This is an optimization exercise on Yosys and OpenROAD, whose aim is small area, a short achievable clock period and few clock cycles per item, not a production implementation. Function was checked by simulation only, so behaviour that the tests miss may differ from the original. The clock port is modelled as an ideal driver; clocking choices that lean on that would not hold on a real chip.

== job 101 ==
## upsample_accelerator
module upsample_accelerator #(
    parameter integer DATA_WIDTH = 24,
    parameter integer MAX_WIDTH = 1920,
    parameter integer MAX_HEIGHT = 1080
)(
    input wire clk,
    input wire rst_n,
    input wire [DATA_WIDTH-1:0] input_pixel,
    input wire input_valid,
    output wire input_ready,
    input wire input_sof,       
    input wire input_eol,       
    output wire [DATA_WIDTH-1:0] output_pixel,
    output wire output_valid,
    input wire output_ready,
    output wire output_sof,
    output wire output_eol,
    input wire [1:0] scale_factor,     
    input wire [1:0] interp_method,    
    input wire [15:0] input_width,
    input wire [15:0] input_height
);
==> flow/config.mk <==
export PLATFORM = sky130hd
export DESIGN_NAME = upsample_accelerator
export DESIGN_NICKNAME = upsample_accelerator
export VERILOG_FILES = /design/flow/design.v
export SDC_FILE = /design/flow/constraint.sdc
export NUM_CORES = 4
export LEC_CHECK = 0
export CAP_MARGIN = 20
export CORE_MARGIN = 2
export CORE_UTILIZATION = 40
export PLACE_DENSITY = 0.6
export SLEW_MARGIN = 20
==> flow/constraint.sdc <==
create_clock -name core_clock -period 13.0 [get_ports {clk}]
set_input_delay 2.6000 -clock core_clock [delete_from_list [all_inputs] [get_ports {clk}]]
set_output_delay 2.6000 -clock core_clock [all_outputs]
set_load 0.01 [all_outputs]
standard.sh (not shown) runs the stock make flow with config.mk's settings and CLKGATE_MAP_FILE= SYNTH_SCRIPT=/design/flow/synth_recipe.tcl, a recipe that flattens the netlist after the stock synthesis.
==> flow/flow/run.sh <==
#!/bin/bash
set -euo pipefail
bash standard.sh "BUFFER_PORTS_ARGS=-buffer_cell sky130_fd_sc_hd__buf_4" SETUP_SLACK_MARGIN=9.2 finish > standard.log 2>&1
Testbench counts of job 101, summed over its fixed seeds: cycles 15,263, items 14,904.
For job 102, these inputs were changed with respect to job 101:
Settings: a change of PLACE_DENSITY from 0.6 to 0.7; an added CTS_CLUSTER_SIZE of 20; a change of CORE_UTILIZATION from 40 to 60; an added CTS_BUF_LIST of sky130_fd_sc_hd__clkbuf_8.
==> flow/flow/run.sh <==
#!/bin/bash
set -euo pipefail
bash standard.sh "BUFFER_PORTS_ARGS=-buffer_cell sky130_fd_sc_hd__buf_2" SETUP_SLACK_MARGIN=9.2 finish > standard.log 2>&1
==> summary.txt <==
Compared with job 101, job 102 shows a global-route usage that is 6.1 points higher. Floorplan die width: job 102 lower than job 101. The actual slew at the worst max-slew pin of job 102 is higher than that of job 101. Re signed area change from the synthesized netlist to the final layout: job 101 was higher than job 102. Summary of the comparison: maximum clock skew at final layout is higher in job 102, relative to job 101. Re post-layout utilization of the core: job 101 was lower than job 102.

---

Setup of build 63:
The RTL this note starts from:
==> flow/design.v <==
module upsample_accelerator #(
    parameter integer DATA_WIDTH = 24,
    parameter integer MAX_WIDTH = 1920,
    parameter integer MAX_HEIGHT = 1080
)(
    input wire clk,
    input wire rst_n,
    input wire [DATA_WIDTH-1:0] input_pixel,
    input wire input_valid,
    output wire input_ready,
    input wire input_sof,       
    input wire input_eol,       
    output wire [DATA_WIDTH-1:0] output_pixel,
    output wire output_valid,
    input wire output_ready,
    output wire output_sof,
    output wire output_eol,
    input wire [1:0] scale_factor,     
    input wire [1:0] interp_method,    
    input wire [15:0] input_width,
    input wire [15:0] input_height
);
    reg       bil;
    reg [3:0] kk;         
    always @(posedge clk) begin
        bil  <= (interp_method == 2'b01);
        kk   <= {scale_factor == 2'b11, scale_factor == 2'b00,
                 scale_factor == 2'b01, scale_factor == 2'b10};
    end
    wire sf3  = kk[3];
    wire stat = ~bil | sf3;                  
    reg [1:0] zc;         
    reg       skip;       
    reg       zr;         
    reg       zs;         
    reg       ir;         
    reg [7:0] st;         
    reg       wt;         
    reg       full;       
    reg       ov;         
    reg       pend;       
    reg       have;       
    reg       eolc, sofc;
    reg       ffirst;     
    reg [2:0] cb;         
    reg [23:0] p0, p1, p2, p3;
    reg        efirst;    
    reg [21:0] xr_v0;     
    reg [21:0] yr_d;      
    reg [21:0] u;         
    reg [21:0] d;         
    reg [18:0] base;
    reg [7:0]  hi;
    reg [2:0]  a;         
    reg [15:0] xrem;      
    reg [15:0] yrem;      
    wire zf  = zc[0];
    wire full_n;
    wire acc = input_valid & ir;
    always @(posedge clk) begin
        if (acc | zf) begin
            p0 <= p1;
            p1 <= p2;
            p2 <= p3;
            p3 <= zf ? 24'd0 : input_pixel;
        end
    end
    wire s4 = st[7];                         
    wire rdone = s4 | (zc == 2'b01);         
    wire [3:0] cb_sum = {1'b0, cb} + kk;
    wire       cb_blk = cb_sum[3];
    wire       f_end  = cb_blk & (yrem == 16'd1);
    always @(posedge clk or negedge rst_n) begin
        if (!rst_n) begin
            cb <= 3'd0;
            ffirst <= 1'b1;
        end else if (rdone) begin
            cb <= cb_sum[2:0];
            ffirst <= f_end;
        end
    end
    always @(posedge clk) begin
        if (zc[1] | (rdone & f_end))
            yrem <= input_height;
        else if (rdone & cb_blk)
            yrem <= yrem - 16'd1;
        if (rdone)
            efirst <= ffirst;
    end
    reg bit_sel;          
    reg dbl;              
    reg zro;              
    reg sub;              
    wire [2:0] eb = stat ? 3'd0 : cb;
    wire go_a = ho;                          
    wire go_b = acc & ~skip;                 
    always @(posedge clk) begin
        bit_sel <= ((go_a | go_b) & eb[2]) | ((st[0] | st[4]) & eb[1]) | ((st[1] | st[5]) & eb[0]);
        dbl     <= st[0] | st[1] | st[4] | st[5];
        zro     <= go_a | go_b;
        sub     <= full_n;
    end
    wire [21:0] e_opa = zro ? 22'd0 : dbl ? {yr_d[20:0], 1'b0} : yr_d;
    wire [21:0] e_opb = sub ? ~xr_v0 : (bit_sel ? p3[21:0] : p1[21:0]);
    wire [22:0] e_sc  = {e_opa, 1'b1} + {e_opb, sub};
    wire [21:0] e_sum = e_sc[22:1];
    always @(posedge clk) begin
        if (st[3]) xr_v0 <= e_sum;
        if (|st) yr_d <= e_sum;
    end
    wire ho  = full & (~have | (ov & eolc));    
    wire adv = ov & ~eolc;                      
    wire [3:0] a_sum  = {1'b0, a} + kk;
    wire       a_blk  = a_sum[3];                
    wire [2:0] a_n    = a_sum[2:0];
    wire [3:0] an_sum = {1'b0, a_n} + kk;
    wire       an_blk = an_sum[3];               
    wire       xl_n   = a_blk ? (xrem == 16'd2) : (xrem == 16'd1);
    always @(posedge clk) begin
        if (ho) begin
            u    <= {xr_v0[18:0] & {19{~zr}}, 3'b000};
            base <= xr_v0[18:0];
            d    <= kk[2] ? {e_sum[19:0], 2'b00} : kk[1] ? {e_sum[20:0], 1'b0} : e_sum;
            hi   <= (bil | zr) ? 8'd0 : p0[23:16];
            a    <= 3'd0;
            xrem <= input_width;
        end else if (adv) begin
            if (!stat & !zs)
                u <= a_blk ? {base, 3'b000} : (u + d);
            a <= a_n;
            if (a_blk) xrem <= xrem - 16'd1;
        end
    end
    wire pend_n = (pend | ov) & ~output_ready;
    wire have_n = ho | (have & ~(ov & eolc));
    wire ov_n   = have_n & ~pend_n;
    assign full_n = s4 | (acc & skip) | (full & ~ho);
    wire [1:0] zc_n = {1'b0, zc[1]};
    wire eolc_n = ho ? (sf3 & (input_width == 16'd1)) : adv ? (an_blk & xl_n) : eolc;
    wire wt_n   = (st[3] | wt) & ~acc;
    wire ir_n   = st[2] | wt_n | (skip & ~acc & ~zc[1]);
    always @(posedge clk or negedge rst_n) begin
        if (!rst_n) begin
            zc <= 2'b11;
            skip <= 1'b1;
            zr <= 1'b0;
            zs <= 1'b0;
            ir <= 1'b0;
            st <= 8'd0;
            wt <= 1'b0;
            full <= 1'b0;
            ov <= 1'b0;
            pend <= 1'b0;
            have <= 1'b0;
            eolc <= 1'b0;
            sofc <= 1'b0;
        end else begin
            zc <= zc_n;
            skip <= skip & ~acc;
            zr <= (acc & skip) | (zr & ~ho);
            zs <= ho ? zr : zs;
            ir <= ir_n;
            st <= {st[6:4], go_b, st[2:0], go_a};
            wt <= wt_n;
            full <= full_n;
            ov <= ov_n;
            pend <= pend_n;
            have <= have_n;
            eolc <= eolc_n;
            sofc <= ho ? efirst : adv ? 1'b0 : sofc;
        end
    end
    assign input_ready  = ir;
    assign output_valid = ov;
    assign output_sof   = sofc;
    assign output_eol   = eolc;
    assign output_pixel = {hi, u[21:6]};
endmodule
Settings: LEC_CHECK=0, CAP_MARGIN=20, CORE_MARGIN=2, CORE_UTILIZATION=65, CTS_CLUSTER_DIAMETER=200, CTS_CLUSTER_SIZE=26, PLACE_DENSITY=0.72, SLEW_MARGIN=20; clock period 13.0 ns.
==> flow/flow/run.sh <==
#!/bin/bash
set -euo pipefail
ARGS=("BUFFER_PORTS_ARGS=-buffer_cell sky130_fd_sc_hd__buf_2" SETUP_SLACK_MARGIN=9.25)
bash standard.sh "${ARGS[@]}" cts > standard_cts.log 2>&1
RESULTS=$PWD/orfs/results/$FLOW_PLATFORM/upsample_accelerator/base openroad -no_init -exit flow/bypass_clk.tcl > bypass_clk.log 2>&1
bash standard.sh "${ARGS[@]}" finish > standard.log 2>&1
==> flow/flow/bypass_clk.tcl <==
# Remove the clock tree's intermediate buffers: the root buffer then drives the
# leaf buffers directly (same depth for every register).
proc bypass_mid_clkbufs {} {
  set blk [ord::get_db_block]
  set root_out ""
  foreach inst [$blk getInsts] {
    if {[string match clkbuf_0_* [$inst getName]]} { set root_out [[$inst findITerm X] getNet] }
  }
  if {$root_out eq ""} { return 0 }
  set n 0
  foreach it [$root_out getITerms] {
    set inst [$it getInst]
    if {[$it isOutputSignal]} { continue }
    set m [[$inst getMaster] getName]
    if {![string match sky130_fd_sc_hd__clkbuf_* $m]} { continue }
    set out [[$inst findITerm X] getNet]
    # only bypass buffers that drive other clock buffers
    set loads {}
    set ok 1
    foreach lt [$out getITerms] {
      if {[$lt getInst] == $inst} { continue }
      if {![string match sky130_fd_sc_hd__clkbuf_* [[[$lt getInst] getMaster] getName]]} { set ok 0 }
      lappend loads $lt
    }
    if {!$ok} { continue }
    foreach lt $loads { $lt disconnect; $lt connect $root_out }
    [$inst findITerm A] disconnect
    [$inst findITerm X] disconnect
    odb::dbInst_destroy $inst
    odb::dbNet_destroy $out
    incr n
  }
  return $n
}

set results $::env(RESULTS)
read_db $results/4_cts.odb
puts "bypassed [bypass_mid_clkbufs] intermediate clock buffers"
write_db $results/4_cts.odb
Testbench counts of build 63, summed over its fixed seeds: cycles 15,263, items 14,904.
Relative to build 63, the following input files were edited for build 70:
==> flow/flow/run.sh <==
#!/bin/bash
set -euo pipefail
ARGS=("BUFFER_PORTS_ARGS=-buffer_cell sky130_fd_sc_hd__buf_2" SETUP_SLACK_MARGIN=9.55)
bash standard.sh "${ARGS[@]}" cts > standard_cts.log 2>&1
RESULTS=$PWD/orfs/results/$FLOW_PLATFORM/upsample_accelerator/base openroad -no_init -exit flow/bypass_clk.tcl > bypass_clk.log 2>&1
bash standard.sh "${ARGS[@]}" finish > standard.log 2>&1
Findings:
The critical path startpoint comes out u[19] in one run and u[14] in the other, namely in build 63 and build 70 respectively.
Across both runs, shortest clock period the worst path allows after layout was lower for build 70 than for build 63.
--- input diff build 70..build 35 ---
- a change of PLACE_DENSITY from 0.72 to 0.85
- a change of CORE_UTILIZATION from 65 to 80
==> flow/flow/run.sh <==
#!/bin/bash
set -euo pipefail
ARGS=("BUFFER_PORTS_ARGS=-buffer_cell sky130_fd_sc_hd__buf_2" SETUP_SLACK_MARGIN=9.40)
bash standard.sh "${ARGS[@]}" cts > standard_cts.log 2>&1
RESULTS=$PWD/orfs/results/$FLOW_PLATFORM/upsample_accelerator/base openroad -no_init -exit flow/bypass_clk.tcl > bypass_clk.log 2>&1
bash standard.sh "${ARGS[@]}" finish > standard.log 2>&1
### Flow results
- Build 35 was carried through to the last stage, and its layout satisfied the timing, design-rule and antenna checks.
- The die area reported for build 35 is smaller than that of build 70 by 18%.
- Largest stage delay on the critical path: build 35 vs build 70 down 0.04 ns
- Build 35 vs. build 70: critical path depth went up by 14.
- Max clock buffer instance count of the final layout across build 70 and build 35: build 35
- The post-route minimum period of build 35 was inferior to that of build 70.
- In build 35, hold slack is higher than in build 70.
The following lists how build 84 was set up differently from build 35:
- changing CORE_UTILIZATION from 80 to 65
- changing PLACE_DENSITY from 0.85 to 0.72
==> flow/flow/run.sh <==
#!/bin/bash
set -euo pipefail
bash standard.sh "BUFFER_PORTS_ARGS=-buffer_cell sky130_fd_sc_hd__buf_2" SETUP_SLACK_MARGIN=9.25 finish > standard.log 2>&1
removed: flow/flow/bypass_clk.tcl
Notes after the runs:
- Build 35 completed end to end with timing, DRC and antenna clean.
- Build 84 completed; timing, DRC and antenna clean
- Compared to build 35, build 84 has clock period minus worst slack 0.12 ns lower.
- Per the comparison of build 84 with build 35, final design instance area without fill decreased 1.5%, fmax increased 3.1%.
- Build 35 fits on a die that is smaller than the die of build 84.
- Setup slack after layout: build 84 > build 35
> inputs changed (build 84 -> build 24)
- CTS_CLUSTER_SIZE changed from 26 to 40
- CTS_CLUSTER_DIAMETER changed from 200 to 300
==> flow/flow/run.sh <==
#!/bin/bash
set -euo pipefail
ARGS=("BUFFER_PORTS_ARGS=-buffer_cell sky130_fd_sc_hd__buf_2" SETUP_SLACK_MARGIN=9.25)
bash standard.sh "${ARGS[@]}" cts > standard_cts.log 2>&1
RESULTS=$PWD/orfs/results/$FLOW_PLATFORM/upsample_accelerator/base openroad -no_init -exit flow/bypass_clk.tcl > bypass_clk.log 2>&1
bash standard.sh "${ARGS[@]}" finish > standard.log 2>&1
==> flow/flow/bypass_clk.tcl (new file) <==
# Remove the clock tree's intermediate buffers: the root buffer then drives the
# leaf buffers directly (same depth for every register).
proc bypass_mid_clkbufs {} {
  set blk [ord::get_db_block]
  set root_out ""
  foreach inst [$blk getInsts] {
    if {[string match clkbuf_0_* [$inst getName]]} { set root_out [[$inst findITerm X] getNet] }
  }
  if {$root_out eq ""} { return 0 }
  set n 0
  foreach it [$root_out getITerms] {
    set inst [$it getInst]
    if {[$it isOutputSignal]} { continue }
    set m [[$inst getMaster] getName]
    if {![string match sky130_fd_sc_hd__clkbuf_* $m]} { continue }
    set out [[$inst findITerm X] getNet]
    # only bypass buffers that drive other clock buffers
    set loads {}
    set ok 1
    foreach lt [$out getITerms] {
      if {[$lt getInst] == $inst} { continue }
      if {![string match sky130_fd_sc_hd__clkbuf_* [[[$lt getInst] getMaster] getName]]} { set ok 0 }
      lappend loads $lt
    }
    if {!$ok} { continue }
    foreach lt $loads { $lt disconnect; $lt connect $root_out }
    [$inst findITerm A] disconnect
    [$inst findITerm X] disconnect
    odb::dbInst_destroy $inst
    odb::dbNet_destroy $out
    incr n
  }
  return $n
}

set results $::env(RESULTS)
read_db $results/4_cts.odb
puts "bypassed [bypass_mid_clkbufs] intermediate clock buffers"
write_db $results/4_cts.odb
--- outcome ---
For build 24, the flow was terminated by a tool error in final report (6_report) and produced no final design.
Compared build 84 against build 24; final routed wirelength across all metal layers within noise.
Going from build 84 to build 24, mean instance size in the synthesized netlist saw little to no change, number of buffers created by CTS went down, total number of vias decreased by about 1% relative to the old numbers.

==> afterwards: timing with drivers on the ports <==
No port has a modelled driver above. Below, the same layouts with a new extraction and two added sets of constraints. Step 1, drivers: a clkbuf_16 drives clk and a buf_2 each remaining input, both assumed. Step 2 also shifts input and output timing later by t, the mid clock arrival at the registers, as if the neighbouring blocks saw the same clock. Three values: ideal ports, drivers, drivers and shift; two values: the first two.
run | t (ns) | slack for setup (ns) | clock arrival spread, ns | slew at the worst register clock pin (ns)
job 101 | 0.595 | 9.250 / 9.200 / 8.695 | 0.019 / 0.019 | 0.06 / 0.06
job 102 | 0.589 | 9.262 / 9.219 / 8.701 | 0.027 / 0.027 | 0.07 / 0.07
build 63 | 0.483 | 9.345 / 9.298 / 8.904 | 0.031 / 0.030 | 0.11 / 0.11
build 70 | 0.478 | 9.354 / 9.307 / 9.063 | 0.032 / 0.032 | 0.11 / 0.11
build 35 | 0.469 | 9.177 / 9.177 / 9.009 | 0.028 / 0.028 | 0.11 / 0.11
build 84 | 0.526 | 9.293 / 9.246 / 8.923 | 0.038 / 0.039 | 0.11 / 0.11
After both steps setup and hold are still met in every run listed. The setup slack of job 102, which loses most, moves by -0.043 ns with the drivers and by -0.561 ns with both steps.
